This is an optimization exercise on Yosys and OpenROAD, whose aim is small area, a short achievable clock period and few clock cycles per item, not a production implementation.

==> flow/design.v <==
module circ(clk,rst,buttonRight,buttonCenter,buttonLeft,inputMultiplier,inputMultiplicand,segments,anode_active,doneFlag);
    input wire clk;
    input wire rst;
    input wire buttonRight;
    input wire buttonCenter;
    input wire buttonLeft;
    input wire [7:0] inputMultiplier;
    input wire [7:0] inputMultiplicand;
    output reg [6:0] segments;
    output wire [3:0] anode_active;
    output wire doneFlag;
    wire sa = inputMultiplier[7];
    wire sb = inputMultiplicand[7];
    wire [6:0] a = inputMultiplier[6:0] ^ {7{sa}};
    wire [6:0] b = inputMultiplicand[6:0] ^ {7{sb}};
    wire [14:0] mag = a * b + (sa ? {8'd0, b} : 15'd0) + (sb ? {8'd0, a} : 15'd0) + {14'd0, sa & sb};
    wire minus = (sa & ~sb & |inputMultiplicand[6:0]) | (sb & ~sa & |inputMultiplier[6:0]);
    reg [14:0] product;
    reg negative;
    reg done;
    reg [1:0] phase;
    reg [1:0] view;
    always @(posedge clk) begin
        if (buttonCenter) begin
            product <= mag;
            negative <= minus;
        end
    end
    always @(posedge clk) done <= ~rst & (done | buttonCenter);
    assign doneFlag = done;
    always @(posedge clk) phase <= rst ? 2'd0 : phase + 2'd1;
    assign anode_active = ~(4'b0001 << phase);
    always @(posedge clk) begin
        if (buttonCenter) view <= 2'd0;
        else case (view)
            2'd0: if (buttonLeft) view <= 2'd1;
            2'd1: if (buttonLeft) view <= 2'd2; else if (buttonRight) view <= 2'd0;
            2'd2: if (buttonRight) view <= 2'd1;
            default: view <= view;
        endcase
    end
    function [3:0] add3;
        input [3:0] x;
        begin
            add3[3] = x[3] | (x[2] & (x[1] | x[0]));
            add3[2] = (x[3] & x[0]) | (x[2] & ~x[1] & ~x[0]);
            add3[1] = (x[1] & (~x[2] | x[0])) | (x[3] & ~x[0]);
            add3[0] = (~x[3] & ~x[2] & x[0]) | (x[2] & x[1] & ~x[0]) | (x[3] & ~x[0]);
        end
    endfunction
    reg [19:0] bcd;
    integer i, j;
    always @(*) begin
        bcd = 20'd0;
        for (i = 14; i >= 0; i = i - 1) begin
            for (j = 0; j < 5; j = j + 1)
                bcd[4*j +: 4] = add3(bcd[4*j +: 4]);
            bcd = {bcd[18:0], product[i]};
        end
    end
    wire [2:0] k = {1'b0, view} + {1'b0, phase};
    reg [3:0] digit;
    always @(*) begin
        case (k)
            3'd0: digit = bcd[3:0];
            3'd1: digit = bcd[7:4];
            3'd2: digit = bcd[11:8];
            3'd3: digit = bcd[15:12];
            default: digit = bcd[19:16];
        endcase
    end
    always @(*) begin
        if (phase == 2'd3) segments = negative ? 7'b1111110 : 7'b1111111;
        else case (digit)
            4'd0: segments = 7'b0000001;
            4'd1: segments = 7'b1001111;
            4'd2: segments = 7'b0010010;
            4'd3: segments = 7'b0000110;
            4'd4: segments = 7'b1001100;
            4'd5: segments = 7'b0100100;
            4'd6: segments = 7'b0100000;
            4'd7: segments = 7'b0001111;
            4'd8: segments = 7'b0000000;
            default: segments = 7'b0000100;
        endcase
    end
endmodule
==> flow/config.mk <==
export PLATFORM = sky130hd
export DESIGN_NAME = circ
export DESIGN_NICKNAME = circ
export VERILOG_FILES = /design/flow/design.v
export SDC_FILE = /design/flow/constraint.sdc
export NUM_CORES = 4
export LEC_CHECK = 0
export ABC_AREA = 1
export CAP_MARGIN = 20
export CORE_MARGIN = 2
export CORE_UTILIZATION = 70
export SLEW_MARGIN = 20
==> flow/constraint.sdc <==
create_clock -name core_clock -period 14.0 [get_ports {clk}]
set_input_delay 2.8000 -clock core_clock [delete_from_list [all_inputs] [get_ports {clk}]]
set_output_delay 2.8000 -clock core_clock [all_outputs]
set_load 0.01 [all_outputs]
standard.sh (not shown) runs the stock make flow with config.mk's settings and CLKGATE_MAP_FILE= SYNTH_SCRIPT=/design/flow/synth_recipe.tcl, a recipe that flattens the netlist after the stock synthesis.
==> flow/flow/run.sh <==
#!/bin/bash
# Standard layout, with stronger port buffers.
set -euo pipefail
export BUFFER_PORTS_ARGS="-buffer_cell sky130_fd_sc_hd__buf_2"
bash standard.sh > standard_flow.log 2>&1
Change:
==> flow/flow/run.sh (replaced) <==
#!/bin/bash
# Standard layout, with timing repair asked to leave extra setup slack.
set -euo pipefail
export SETUP_SLACK_MARGIN=8
bash standard.sh > standard_flow.log 2>&1
After rerunning: Now the flow aborted during clock tree synthesis (4_1_cts). Synthesized cell count stays the same. Synthesized area is unchanged.
Function was not checked in any run of this note: the RTL went through the layout flow alone.

==> re-timing with driven ports <==
Ports are ideal in the flow. The routed layout listed here was re-timed in OpenROAD. Step 1 assumes that a clkbuf_16 drives the clock port and a buf_2 every other input. Step 2 also shifts input and output timing later by t, the mid clock arrival at the registers, as if the neighbouring blocks saw the same clock. a / b / c = ideal / step 1 / step 2; a / b = the first two.
run: the first run
shift t [ns]: 0.290
setup slack, ns: 6.091 / 6.062 / 6.080
hold WS [ns]: 0.484 / 0.484 / 0.484
latest minus earliest clock arrival (ns): 0.002 / 0.002
cell pins on the clock port's net: 1
After both steps the first run still meets setup and hold. For the first run, drivers alone change the setup slack by -0.029 ns; drivers and shift together by -0.011 ns.
